From an optimization exercise on the open Yosys and OpenROAD flow, aimed at small area, a short achievable clock period and few clock cycles; shortcuts taken in it are not production practice. The RTL was checked by simulation tests, not by an equivalence proof against the original design. Power and IR drop assume default switching activity.

== run 1 ==
Design cpu, start of the top module:
module cpu(clk,reset,s,load,in,out,N,V,Z,w);
  input clk, reset, s, load;
  input [15:0] in;
  output [15:0] out;
  output N, V, Z, w;
  reg [13:0] ir;
  wire [13:0] e = load ? {in[14], in[12:0]} : ir;
  always @(posedge clk)
    ir <= e;
  wire       movg = e[13];           
  wire [1:0] op   = e[12:11];        
  wire       movi = movg &  op[1];   
  wire       cmp  = ~movg & ~op[1] &  op[0];
  wire       andi = ~movg &  op[1] & ~op[0];
  wire       inv  = ~movg &  op[0];            
  wire       usea = ~movg & ~(op[1] & op[0]);  
  wire [2:0] rn = e[10:8];
  wire [1:0] sh = e[4:3];
  wire [2:0] rm = e[2:0];
  wire go = s & ~reset;
  reg pend;
  reg [15:0] r0, r1, r2, r3, r4, r5, r6, r7;
  wire [15:0] sum;
  wire        wmovi = ir[13] & ir[12];
  wire [15:0] wdata = wmovi ? {{8{ir[7]}}, ir[7:0]} : sum;
  wire [2:0]  wnum  = wmovi ? ir[10:8] : ir[7:5];
  wire [7:0]  wsel  = pend ? (8'd1 << wnum) : 8'd0;
  always @(posedge clk) begin
    pend <= go & ~cmp;
    if (wsel[0]) r0 <= wdata;
    if (wsel[1]) r1 <= wdata;
    if (wsel[2]) r2 <= wdata;
    if (wsel[3]) r3 <= wdata;
    if (wsel[4]) r4 <= wdata;
    if (wsel[5]) r5 <= wdata;
    if (wsel[6]) r6 <= wdata;
    if (wsel[7]) r7 <= wdata;
  end
  wire [127:0] rf = {r7, r6, r5, r4, r3, r2, r1, r0};
  wire [7:0] dn = 8'd1 << rn;
  wire [7:0] dm = 8'd1 << rm;
  wire [7:0] sa = {8{usea}} & dn & ~wsel;
  wire [7:0] sb = dm & ~wsel;
  wire fa = usea & |(dn & wsel);
  wire fb = |(dm & wsel);
  wire [15:0] a, bm;
  rdport pa(rf, wdata, sa, fa, a);
  rdport pb(rf, wdata, sb, fb, bm);
  wire [15:0] pn, gn;
  wire g0n, b15;
  pgcalc pg(a, bm, sh, andi, inv, cmp, pn, gn, g0n, b15);
  reg [15:0] p, g;
  reg vpre;
  reg cw, cf;
  always @(posedge clk) begin
    p    <= pn;
    g    <= {gn[15:1], g0n};
    vpre <= a[15] & b15;
    cw   <= go & ~cmp & ~movi;
    cf   <= go & cmp;
  end
  wire [15:0] cy;    
  adder_carries ac(p, g, cy[15:1]);
  assign cy[0] = cf;    
  assign sum = p ^ cy;
  wire [2:0] nvz = {sum[15], vpre & ~sum[15], &p};
  reg [15:0] c;
  reg [2:0]  st;
  always @(posedge clk) begin
  ...
==> flow/config.mk <==
export PLATFORM = sky130hd
export DESIGN_NAME = cpu
export DESIGN_NICKNAME = cpu
export VERILOG_FILES = /design/flow/design.v
export SDC_FILE = /design/flow/constraint.sdc
export NUM_CORES = 4
export LEC_CHECK = 0
export CAP_MARGIN = 20
export CORE_MARGIN = 2
export CORE_UTILIZATION = 40
export CTS_BUF_LIST = sky130_fd_sc_hd__clkbuf_4 sky130_fd_sc_hd__clkbuf_8
export CTS_CLUSTER_SIZE = 30
export SLEW_MARGIN = 20
export SYNTH_HIERARCHICAL = 1
export TNS_END_PERCENT = 100
==> flow/constraint.sdc <==
create_clock -name core_clock -period 10.0 [get_ports {clk}]
set_input_delay 2.0000 -clock core_clock [delete_from_list [all_inputs] [get_ports {clk}]]
set_output_delay 2.0000 -clock core_clock [all_outputs]
set_load 0.01 [all_outputs]
standard.sh (not shown) runs the stock make flow with config.mk's settings and CLKGATE_MAP_FILE= SYNTH_SCRIPT=/design/flow/synth_recipe.tcl, a recipe that flattens the netlist after the stock synthesis.
==> flow/flow/run.sh <==
#!/bin/bash
# Layout: the standard ORFS flow (standard.sh: unchanged synthesis,
# floorplan, power grid, placement, CTS and routing), with two settings
# beyond config.mk's list:
#  - the port buffers that global placement inserts are buf_2 cells
#    (buffer_ports otherwise picks a slow delay buffer);
#  - repair_timing aims at MARGIN ns of setup slack.
# The clock, the constraints and the checks are unchanged.
set -euo pipefail
MARGIN=${MARGIN:-5.3}
bash standard.sh "BUFFER_PORTS_ARGS=-buffer_cell sky130_fd_sc_hd__buf_2" \
  "SETUP_SLACK_MARGIN=$MARGIN" finish > orfs_make.log 2>&1
Testbench counts of run 1, summed over its fixed seeds: cycles 16,000.
Setup changes, run 1 to run 2
diff --git a/flow/flow/run.sh b/flow/flow/run.sh
--- a/flow/flow/run.sh
+++ b/flow/flow/run.sh
@@ -9,3 +9,3 @@
 set -euo pipefail
-MARGIN=${MARGIN:-5.3}
+MARGIN=${MARGIN:-5}
 bash standard.sh "BUFFER_PORTS_ARGS=-buffer_cell sky130_fd_sc_hd__buf_2" \
[summary]
Run 2 closes out successfully: all stages finished, all timing, DRC and antenna checks passed.
The power reported for run 2 is smaller than that of run 1 by 1.3%.
Cmp run 2 vs run 1: final area lower in run 2
A critical-path cell with the highest stage delay of sky130_fd_sc_hd__dfxtp_4 is what run 1 shows, while sky130_fd_sc_hd__a221o_2 belongs to run 2.
Total of fill cells in the finished design came out higher on run 2 than on run 1.
Taking run 1 as the reference, in run 2 maximum achievable frequency shrank by 3.1%, share of total power in combinational logic shrank by 0.7 points.
Internal power summed over all cells (run 2 over run 1): decrease, about 0.45%
### run 2 -> run 3
# run 2
export LEC_CHECK = 0
export CAP_MARGIN = 20
export CORE_MARGIN = 2
export CORE_UTILIZATION = 40
export CTS_BUF_LIST = sky130_fd_sc_hd__clkbuf_4 sky130_fd_sc_hd__clkbuf_8
export CTS_CLUSTER_SIZE = 30
export SLEW_MARGIN = 20
export SYNTH_HIERARCHICAL = 1
export TNS_END_PERCENT = 100
create_clock -name core_clock -period 10.0 [get_ports {clk}]
# run 3
export LEC_CHECK = 0
export CAP_MARGIN = 20
export CORE_MARGIN = 2
export CORE_UTILIZATION = 40
export CTS_BUF_LIST = sky130_fd_sc_hd__clkbuf_4 sky130_fd_sc_hd__clkbuf_8
export CTS_CLUSTER_SIZE = 30
export SETUP_SLACK_MARGIN = 5
export SLEW_MARGIN = 20
export SYNTH_HIERARCHICAL = 1
export TNS_END_PERCENT = 100
create_clock -name core_clock -period 10.0 [get_ports {clk}]
==> flow/run.sh (new file) <==
#!/bin/bash
# synth_recipe.tcl (not shown) runs the flow's synth.tcl, then flattens the netlist and writes it again
# the make line also repeats each setting of config.mk as NAME=value (left out here)
make -C /OpenROAD-flow-scripts/flow DESIGN_CONFIG=/design/flow/config.mk WORK_HOME=/design/flow/orfs CLKGATE_MAP_FILE= SYNTH_SCRIPT=/design/flow/synth_recipe.tcl finish
removed: flow/flow/run.sh
removed: flow/standard.sh
## What came out
Of the two values seen for type of the setup path with the least slack, reg2out was produced by run 2 and in2reg by run 3.
From run 2 to run 3 the numbers moved as follows: utilization went up, fraction of layout cells with a size suffix above 1 shrank by 4.5 points.
Run 2 -> run 3: cell area after layout increased slightly

The RTL this note starts from:
==> flow/design.v <==
module pgcalc(a, bm, sh, andi, inv, cin, p, g, g0, b15);
  input [15:0] a, bm;
  input [1:0] sh;
  input andi, inv, cin;
  output [15:0] p, g;
  output g0, b15;
  wire s0 = ~sh[1] & ~sh[0];    
  wire sl = ~sh[1] &  sh[0];    
  wire sr =  sh[1];             
  wire sa =  sh[1] &  sh[0];    
  wire [15:0] nb;
  aoi222 sft(bm, {bm[14:0], 1'b0}, {sa & bm[15], bm[15:1]}, s0, sl, sr, nb);
  pgbits pgb(a, nb, andi, inv, cin, p, g);
  assign g0 = g[0];
  assign b15 = ~nb[15];
endmodule
module pgbits(a, nb, andi, inv, cin, p, g);
  input [15:0] a, nb;
  input andi, inv, cin;
  output [15:0] p, g;
  wire [15:0] bi = ~(nb ^ {16{inv}});
  wire [15:0] x  = a ^ bi;
  wire [15:0] y  = a & bi;
  assign p = andi ? y : x;
  assign g = andi ? 16'd0 : {y[15:1], y[0] | (x[0] & cin)};
endmodule
module adder_carries(p, g, cy);
  input [15:0] p, g;
  output [15:1] cy;
  wire [15:0] g1n, p1n, g2, p2, g3n, p3n, g4, p4;
  ks_aoi #(1) l1(g,   p,   g1n, p1n);
  ks_oai #(2) l2(g1n, p1n, g2,  p2);
  ks_aoi #(4) l3(g2,  p2,  g3n, p3n);
  ks_oai #(8) l4(g3n, p3n, g4,  p4);
  assign cy = g4[14:0];
endmodule
module ks_aoi(g, p, gn, pn);
  parameter D = 1;
  input [15:0] g, p;
  output [15:0] gn, pn;
  genvar i;
  generate
    for (i = 0; i < 16; i = i + 1) begin : b
      if (i >= D) begin : m
        assign gn[i] = ~(g[i] | (p[i] & g[i-D]));
        assign pn[i] = ~(p[i] & p[i-D]);
      end else begin : t
        assign gn[i] = ~g[i];
        assign pn[i] = ~p[i];
      end
    end
  endgenerate
endmodule
module ks_oai(gn, pn, g, p);
  parameter D = 1;
  input [15:0] gn, pn;
  output [15:0] g, p;
  genvar i;
  generate
    for (i = 0; i < 16; i = i + 1) begin : b
      if (i >= D) begin : m
        assign g[i] = ~(gn[i] & (pn[i] | gn[i-D]));
        assign p[i] = ~(pn[i] | pn[i-D]);
      end else begin : t
        assign g[i] = ~gn[i];
        assign p[i] = ~pn[i];
      end
    end
  endgenerate
endmodule
module cpu(clk,reset,s,load,in,out,N,V,Z,w);
  input clk, reset, s, load;
  input [15:0] in;
  output [15:0] out;
  output N, V, Z, w;
  reg [13:0] ir;
  wire [13:0] e = load ? {in[14], in[12:0]} : ir;
  always @(posedge clk)
    ir <= e;
  wire       movg = e[13];           
  wire [1:0] op   = e[12:11];        
  wire       movi = movg &  op[1];   
  wire       cmp  = ~movg & ~op[1] &  op[0];
  wire       andi = ~movg &  op[1] & ~op[0];
  wire       inv  = ~movg &  op[0];            
  wire       usea = ~movg & ~(op[1] & op[0]);  
  wire [2:0] rn = e[10:8];
  wire [1:0] sh = e[4:3];
  wire [2:0] rm = e[2:0];
  wire go = s & ~reset;
  reg pend;
  reg [15:0] r0, r1, r2, r3, r4, r5, r6, r7;
  wire [15:0] sum;
  wire        wmovi = ir[13] & ir[12];
  wire [15:0] wdata = wmovi ? {{8{ir[7]}}, ir[7:0]} : sum;
  wire [2:0]  wnum  = wmovi ? ir[10:8] : ir[7:5];
  wire [7:0]  wsel  = pend ? (8'd1 << wnum) : 8'd0;
  always @(posedge clk) begin
    pend <= go & ~cmp;
    if (wsel[0]) r0 <= wdata;
    if (wsel[1]) r1 <= wdata;
    if (wsel[2]) r2 <= wdata;
    if (wsel[3]) r3 <= wdata;
    if (wsel[4]) r4 <= wdata;
    if (wsel[5]) r5 <= wdata;
    if (wsel[6]) r6 <= wdata;
    if (wsel[7]) r7 <= wdata;
  end
  wire [127:0] rf = {r7, r6, r5, r4, r3, r2, r1, r0};
  wire [7:0] dn = 8'd1 << rn;
  wire [7:0] dm = 8'd1 << rm;
  wire [7:0] sa = {8{usea}} & dn & ~wsel;
  wire [7:0] sb = dm & ~wsel;
  wire fa = usea & |(dn & wsel);
  wire fb = |(dm & wsel);
  wire [15:0] a, bm;
  rdport pa(rf, wdata, sa, fa, a);
  rdport pb(rf, wdata, sb, fb, bm);
  wire [15:0] pn, gn;
  wire g0n, b15;
  pgcalc pg(a, bm, sh, andi, inv, cmp, pn, gn, g0n, b15);
  reg [15:0] p, g;
  reg vpre;
  reg cw, cf;
  always @(posedge clk) begin
    p    <= pn;
    g    <= {gn[15:1], g0n};
    vpre <= a[15] & b15;
    cw   <= go & ~cmp & ~movi;
    cf   <= go & cmp;
  end
  wire [15:0] cy;    
  adder_carries ac(p, g, cy[15:1]);
  assign cy[0] = cf;    
  assign sum = p ^ cy;
  wire [2:0] nvz = {sum[15], vpre & ~sum[15], &p};
  reg [15:0] c;
  reg [2:0]  st;
  always @(posedge clk) begin
    if (cw) c <= sum;
    if (cf) st <= nvz;
  end
  assign out = cw ? sum : c;
  assign {N, V, Z} = cf ? nvz : st;
  assign w = 1'b1;
endmodule
module rdport(rf, fw, sel, fsel, q);
  input [127:0] rf;
  input [15:0] fw;
  input [7:0] sel;
  input fsel;
  output [15:0] q;
  wire [15:0] n0, n1, n2;
  aoi222 g0(rf[15:0],    rf[31:16],   rf[47:32],   sel[0], sel[1], sel[2], n0);
  aoi222 g1(rf[63:48],   rf[79:64],   rf[95:80],   sel[3], sel[4], sel[5], n1);
  aoi222 g2(rf[111:96],  rf[127:112], fw,          sel[6], sel[7], fsel,   n2);
  assign q = ~(n0 & n1 & n2);
endmodule
module aoi222(d0, d1, d2, s0, s1, s2, q);
  input [15:0] d0, d1, d2;
  input s0, s1, s2;
  output [15:0] q;
  assign q = ~(({16{s0}} & d0) | ({16{s1}} & d1) | ({16{s2}} & d2));
endmodule
==> flow/config.mk <==
export PLATFORM = sky130hd
export DESIGN_NAME = cpu
export DESIGN_NICKNAME = cpu
export VERILOG_FILES = /design/flow/design.v
export SDC_FILE = /design/flow/constraint.sdc
export NUM_CORES = 4
export LEC_CHECK = 0
export CAP_MARGIN = 20
export CORE_MARGIN = 2
export CORE_UTILIZATION = 40
export CTS_BUF_LIST = sky130_fd_sc_hd__clkbuf_4 sky130_fd_sc_hd__clkbuf_8
export CTS_CLUSTER_SIZE = 30
export SLEW_MARGIN = 20
export SYNTH_HIERARCHICAL = 1
export TNS_END_PERCENT = 100
==> flow/constraint.sdc <==
create_clock -name core_clock -period 10.0 [get_ports {clk}]
set_input_delay 2.0000 -clock core_clock [delete_from_list [all_inputs] [get_ports {clk}]]
set_output_delay 2.0000 -clock core_clock [all_outputs]
set_load 0.01 [all_outputs]
==> flow/flow/run.sh <==
#!/bin/bash
# Layout: the standard ORFS flow (standard.sh: unchanged synthesis,
# floorplan, power grid, placement, CTS and routing), with two settings
# beyond config.mk's list:
#  - the port buffers that global placement inserts are buf_2 cells
#    (buffer_ports otherwise picks a slow delay buffer);
#  - repair_timing aims at MARGIN ns of setup slack.
# The clock, the constraints and the checks are unchanged.
set -euo pipefail
MARGIN=${MARGIN:-5.5}
bash standard.sh "BUFFER_PORTS_ARGS=-buffer_cell sky130_fd_sc_hd__buf_2" \
  "SETUP_SLACK_MARGIN=$MARGIN" finish > orfs_make.log 2>&1
Testbench counts at the start, summed over its fixed seeds: cycles 16,000.
Then changed:
==> flow/flow/run.sh (replaced) <==
#!/bin/bash
# Layout: the standard ORFS flow (standard.sh: unchanged synthesis,
# floorplan, power grid, placement, CTS and routing), with two settings
# beyond config.mk's list:
#  - the port buffers that global placement inserts are buf_1 cells
#    (buffer_ports otherwise picks a slow delay buffer);
#  - repair_timing aims at MARGIN ns of setup slack.
# The clock, the constraints and the checks are unchanged.
set -euo pipefail
MARGIN=${MARGIN:-5.5}
bash standard.sh "BUFFER_PORTS_ARGS=-buffer_cell sky130_fd_sc_hd__buf_1" \
  "SETUP_SLACK_MARGIN=$MARGIN" finish > orfs_make.log 2>&1
--- a/flow/config.mk
+++ b/flow/config.mk
@@ -10,5 +10,5 @@
 export CORE_UTILIZATION = 40
 export CTS_BUF_LIST = sky130_fd_sc_hd__clkbuf_4 sky130_fd_sc_hd__clkbuf_8
-export CTS_CLUSTER_SIZE = 30
+export CTS_CLUSTER_SIZE = 40
 export SLEW_MARGIN = 20
 export SYNTH_HIERARCHICAL = 1
The changed run completed without violations.
Cell area rose by 1.2%.
Via count increases by 1.3%.
Non-clock buffer count increases by 13.
Area after synthesis is unchanged.
Setup slack is worse by 0.066 ns.
Clock power is lower by about 3%.
Then changed:
==> flow/flow/run.sh (replaced) <==
#!/bin/bash
# Layout: the standard ORFS flow (standard.sh: unchanged synthesis,
# floorplan, power grid, placement, CTS and routing), with two settings
# beyond config.mk's list:
#  - the port buffers that global placement inserts are buf_2 cells
#    (buffer_ports otherwise picks a slow delay buffer);
#  - repair_timing aims at MARGIN ns of setup slack.
# The clock, the constraints and the checks are unchanged.
set -euo pipefail
MARGIN=${MARGIN:-5}
bash standard.sh "BUFFER_PORTS_ARGS=-buffer_cell sky130_fd_sc_hd__buf_2" \
  "SETUP_SLACK_MARGIN=$MARGIN" finish > orfs_make.log 2>&1
--- a/flow/config.mk
+++ b/flow/config.mk
@@ -10,5 +10,5 @@
 export CORE_UTILIZATION = 40
 export CTS_BUF_LIST = sky130_fd_sc_hd__clkbuf_4 sky130_fd_sc_hd__clkbuf_8
-export CTS_CLUSTER_SIZE = 40
+export CTS_CLUSTER_SIZE = 30
 export SLEW_MARGIN = 20
 export SYNTH_HIERARCHICAL = 1
What happened:
- The new run passed the timing, design-rule and antenna checks
- worst setup slack degrades by 0.35 ns
- power hardly moves
- count of clock-buffer cells in the layout shrinks by 1
- wire length shrinks by 2.4%
- via count came out lower by 1.4%
- worst hold slack is worse by 0.0063 ns
Then changed:
--- a/flow/flow/run.sh
+++ b/flow/flow/run.sh
@@ -8,5 +8,5 @@
 # The clock, the constraints and the checks are unchanged.
 set -euo pipefail
-MARGIN=${MARGIN:-5}
+MARGIN=${MARGIN:-5.7}
 bash standard.sh "BUFFER_PORTS_ARGS=-buffer_cell sky130_fd_sc_hd__buf_2" \
   "SETUP_SLACK_MARGIN=$MARGIN" finish > orfs_make.log 2>&1
Effect:
- global-route usage stays flat
- power came out higher by about 3.5%
- setup slack gains 0.49 ns
- clock skew increases by 0.0071 ns
- routed wire length went up by about 4.7%
- final cell count increases by about 2.5%
- critical path depth is lower by 2
- synthesized area is unchanged
- sequential cell count is unchanged
Then changed:
--- a/flow/flow/run.sh
+++ b/flow/flow/run.sh
@@ -8,5 +8,5 @@
 # The clock, the constraints and the checks are unchanged.
 set -euo pipefail
-MARGIN=${MARGIN:-5.7}
+MARGIN=${MARGIN:-6}
 bash standard.sh "BUFFER_PORTS_ARGS=-buffer_cell sky130_fd_sc_hd__buf_2" \
   "SETUP_SLACK_MARGIN=$MARGIN" finish > orfs_make.log 2>&1
Effect: The new run passed the timing, design-rule and antenna checks; power is lower slightly; die area does not change; worst setup slack gains 0.046 ns; final cell count increases slightly; fmax rises slightly.

==> port drivers added, routing unchanged <==
No port has a modelled driver above. Below, the same layouts with a new extraction and two added sets of constraints.
Step 1 (the two cells are an assumption about what drives the block):
set clk [get_ports {clk}]
set_driving_cell -lib_cell sky130_fd_sc_hd__clkbuf_16 $clk
set_driving_cell -lib_cell sky130_fd_sc_hd__buf_2 [delete_from_list [all_inputs] $clk]
Step 2 adds t to the input delays and takes it off the output delays; t is the mean of the earliest and latest rising clock arrival at the registers after step 1. Input paths then give back, and output paths get back, about the clock's delay inside the block.
a / b / c = no drivers / after step 1 / after step 2; a / b = the first two.
run | shift t [ns] | setup WS [ns] | hold WS [ns]
run 1 | 0.507 | 5.244 / 5.203 / 4.831 | 0.462 / 0.462 / 0.462
run 2 | 0.505 | 5.092 / 5.050 / 4.673 | 0.480 / 0.480 / 0.480
run 3 | 0.518 | 5.032 / 5.033 / 4.515 | 0.474 / 0.474 / 0.474
the first run of note 2 | 0.514 | 5.572 / 5.552 / 5.039 | 0.478 / 0.478 / 0.478
the second run of note 2 | 0.504 | 5.506 / 5.496 / 4.992 | 0.477 / 0.477 / 0.477
the third run of note 2 | 0.506 | 5.161 / 5.180 / 4.675 | 0.471 / 0.471 / 0.471
the fourth run of note 2 | 0.504 | 5.649 / 5.515 / 5.011 | 0.478 / 0.478 / 0.478
the fifth run of note 2 | 0.504 | 5.695 / 5.637 / 5.133 | 0.476 / 0.476 / 0.476
After both steps every run listed still meets setup and hold. For the fourth run of note 2, which loses most, drivers alone change the setup slack by -0.134 ns; drivers and shift together by -0.638 ns.
